What follows belongs to an exercise in optimizing a design on an open flow for small area; a production flow would make more cautious choices. Function was checked by simulation only, so behaviour that the tests miss may differ from the original. Power is estimated from default activity; no workload was simulated.

==> 02-03 <==
Design SystolicArray, start of the top module:
module SystolicArray #(parameter SIZE = 4, parameter DATA_WIDTH = 8)(
    input [SIZE*DATA_WIDTH-1:0] A,
    input [SIZE*DATA_WIDTH-1:0] B,
    input clk,
    input rst,
    output done,
    output [SIZE*SIZE*2*DATA_WIDTH-1:0] C
);
reg [79:0] ad0, ad1, ad2, ad3, bd0, bd1, bd2, bd3;
always @(posedge clk) begin
    ad0 <= {ad0[71:0], A[7:0]};   ad1 <= {ad1[71:0], A[15:8]};
    ad2 <= {ad2[71:0], A[23:16]}; ad3 <= {ad3[71:0], A[31:24]};
    bd0 <= {bd0[71:0], B[7:0]};   bd1 <= {bd1[71:0], B[15:8]};
    bd2 <= {bd2[71:0], B[23:16]}; bd3 <= {bd3[71:0], B[31:24]};
end
reg [10:1] T;
always @(posedge clk or negedge rst) begin
    if (!rst) T <= 10'd0;
    else T <= {T[9:1], 1'b1};
end
assign done = T[10];
wire [3:0] v = T[10:7];
reg [15:0] pe00_acc;
wire [15:0] pe00_sum;
wire [7:0] pe00_a = ad0[55:48];
wire [7:0] pe00_b = bd0[55:48];
always @(posedge clk or negedge rst)
    if (!rst) pe00_acc <= 16'd0; else pe00_acc <= pe00_sum;
assign C[15:0] = pe00_acc;
wire pe00_p1 = (pe00_a[0] & pe00_b[0] & v[0]);
wire pe00_p2 = (pe00_a[0] & pe00_b[1] & v[0]);
wire pe00_p3 = (pe00_a[0] & pe00_b[2] & v[0]);
wire pe00_p4 = (pe00_a[0] & pe00_b[3] & v[0]);
wire pe00_p5 = (pe00_a[0] & pe00_b[4] & v[0]);
wire pe00_p6 = (pe00_a[0] & pe00_b[5] & v[0]);
wire pe00_p7 = (pe00_a[0] & pe00_b[6] & v[0]);
wire pe00_p8 = ~(pe00_a[0] & pe00_b[7] & v[0]);
wire pe00_p9 = (pe00_a[1] & pe00_b[0] & v[0]);
wire pe00_p10 = (pe00_a[1] & pe00_b[1] & v[0]);
wire pe00_p11 = (pe00_a[1] & pe00_b[2] & v[0]);
wire pe00_p12 = (pe00_a[1] & pe00_b[3] & v[0]);
wire pe00_p13 = (pe00_a[1] & pe00_b[4] & v[0]);
wire pe00_p14 = (pe00_a[1] & pe00_b[5] & v[0]);
wire pe00_p15 = (pe00_a[1] & pe00_b[6] & v[0]);
wire pe00_p16 = ~(pe00_a[1] & pe00_b[7] & v[0]);
wire pe00_p17 = (pe00_a[2] & pe00_b[0] & v[0]);
wire pe00_p18 = (pe00_a[2] & pe00_b[1] & v[0]);
wire pe00_p19 = (pe00_a[2] & pe00_b[2] & v[0]);
wire pe00_p20 = (pe00_a[2] & pe00_b[3] & v[0]);
wire pe00_p21 = (pe00_a[2] & pe00_b[4] & v[0]);
wire pe00_p22 = (pe00_a[2] & pe00_b[5] & v[0]);
wire pe00_p23 = (pe00_a[2] & pe00_b[6] & v[0]);
wire pe00_p24 = ~(pe00_a[2] & pe00_b[7] & v[0]);
  ...
==> flow/config.mk <==
export PLATFORM = sky130hd
export DESIGN_NAME = SystolicArray
export DESIGN_NICKNAME = SystolicArray
export VERILOG_FILES = /design/flow/design.v
export SDC_FILE = /design/flow/constraint.sdc
export NUM_CORES = 4
export LEC_CHECK = 0
export ABC_AREA = 1
export CAP_MARGIN = 20
export CORE_MARGIN = 2
export CORE_UTILIZATION = 65
export PLACE_DENSITY = 0.75
export SETUP_SLACK_MARGIN = 0.2
export SLEW_MARGIN = 20
export SYNTH_HIERARCHICAL = 1
==> flow/constraint.sdc <==
create_clock -name core_clock -period 6.0 [get_ports {clk}]
set_input_delay 1.2000 -clock core_clock [delete_from_list [all_inputs] [get_ports {clk}]]
set_output_delay 1.2000 -clock core_clock [all_outputs]
set_load 0.01 [all_outputs]
standard.sh (not shown) runs the stock make flow with config.mk's settings and CLKGATE_MAP_FILE= SYNTH_SCRIPT=/design/flow/synth_recipe.tcl, a recipe that flattens the netlist after the stock synthesis.
==> flow/flow/run.sh <==
#!/bin/bash
set -o pipefail
export BUFFER_PORTS_ARGS="-buffer_cell sky130_fd_sc_hd__buf_1"
export CTS_ARGS="-sink_clustering_enable -repair_clock_nets -dont_use_dummy_load -buf_list {sky130_fd_sc_hd__clkbuf_16} -sink_clustering_size 30 -sink_clustering_max_diameter 100"
bash standard.sh > standard_flow.log 2>&1
==> 01-25 (differences from 02-03) <==
==> flow/flow/run.sh (replaced) <==
#!/bin/bash
set -o pipefail
export BUFFER_PORTS_ARGS="-buffer_cell sky130_fd_sc_hd__buf_1"
export CTS_ARGS="-sink_clustering_enable -repair_clock_nets -dont_use_dummy_load -buf_list {sky130_fd_sc_hd__clkbuf_4 sky130_fd_sc_hd__clkbuf_8}"
bash standard.sh > standard_flow.log 2>&1
--- a/flow/config.mk
+++ b/flow/config.mk
@@ -10,4 +10,4 @@
 export CORE_MARGIN = 2
-export CORE_UTILIZATION = 65
-export PLACE_DENSITY = 0.75
+export CORE_UTILIZATION = 55
+export PLACE_DENSITY = 0.7
 export SETUP_SLACK_MARGIN = 0.2
==> run notes <==
|  | 01-25 | 02-03 |
|---|---|---|
| Post-Layout Inst Area | 53700 µm² | 52200 µm² |
| Final WL | 109 mm | 103 mm |
| Destination of the worst register-to-register timing path | pe11_acc[12] | pe03_acc[12] |
| H-tree depth reported by CTS | 4 | 2 |
| Slew HR | 56.1% | 48.8% |
| Clock group share of total power | 13.7% | 10.1% |
| Number of gates resized after CTS | 14 | 3 |
| Final total power | 31200 µW | 29700 µW |
| Non-clock buffers | 379 | 380 |
| Width of the die | 300 µm | 277 µm |
| Met3 WL | 9.07 mm | 7.38 mm |
| Vias | 28.6k | 28.1k |
| Layout clock area frac | 3.79% | 1.96% |
| Final core area utilization | 61.8% | 71.3% |
| Worst hold margin | 287 ps | 295 ps |
| Wl on met1 | 41.9 mm | 40.0 mm |
| Detailed Route Iter0 Violations | 1739 | 2051 |
| Pint | 18100 µW | 17100 µW |
| Total placed instance area | 51100 µm² | 50900 µm² |
| Global placement routability congestion | 0.936 | 0.946 |
| Std cell rows | 108 | 99 |
| Peak supply drop | 650 µV | 632 µV |
| Status | timing/DRC/antenna clean | timing/DRC/antenna clean |
| Area of combinational cells with multiple inputs | 27900 µm² | 27700 µm² |
| HPWL after detailed placement | 88.0 mm | 85.5 mm |
| Critical Path Max Stage Delay | 450 ps | 560 ps |
| Launch point of the worst hold path | bd1[36] | ad2[14] |

## static timing again, ports no longer ideal
Ports are ideal in the flow. The routed layouts listed here were re-timed in OpenROAD.
Step 1: set_driving_cell puts a clkbuf_16 on clk and a buf_2 on each other input, an assumption about the parent block.
Step 2 also shifts input and output timing later by t, the mid clock arrival at the registers, as if the neighbouring blocks saw the same clock.
Slacks: no drivers / after step 1 / after step 2; pairs: no drivers / after step 1.
| run | t (ns) | slack for setup (ns) | worst setup path after step 2 | cell pins on the clock port's net |
|---|---|---|---|---|
| 02-03 | 0.646 | 0.296 / 0.296 / 0.296 | register to register | 1 |
| 01-25 | 0.847 | 0.350 / 0.350 / 0.350 | register to register | 1 |
After both steps every run listed still meets setup and hold.
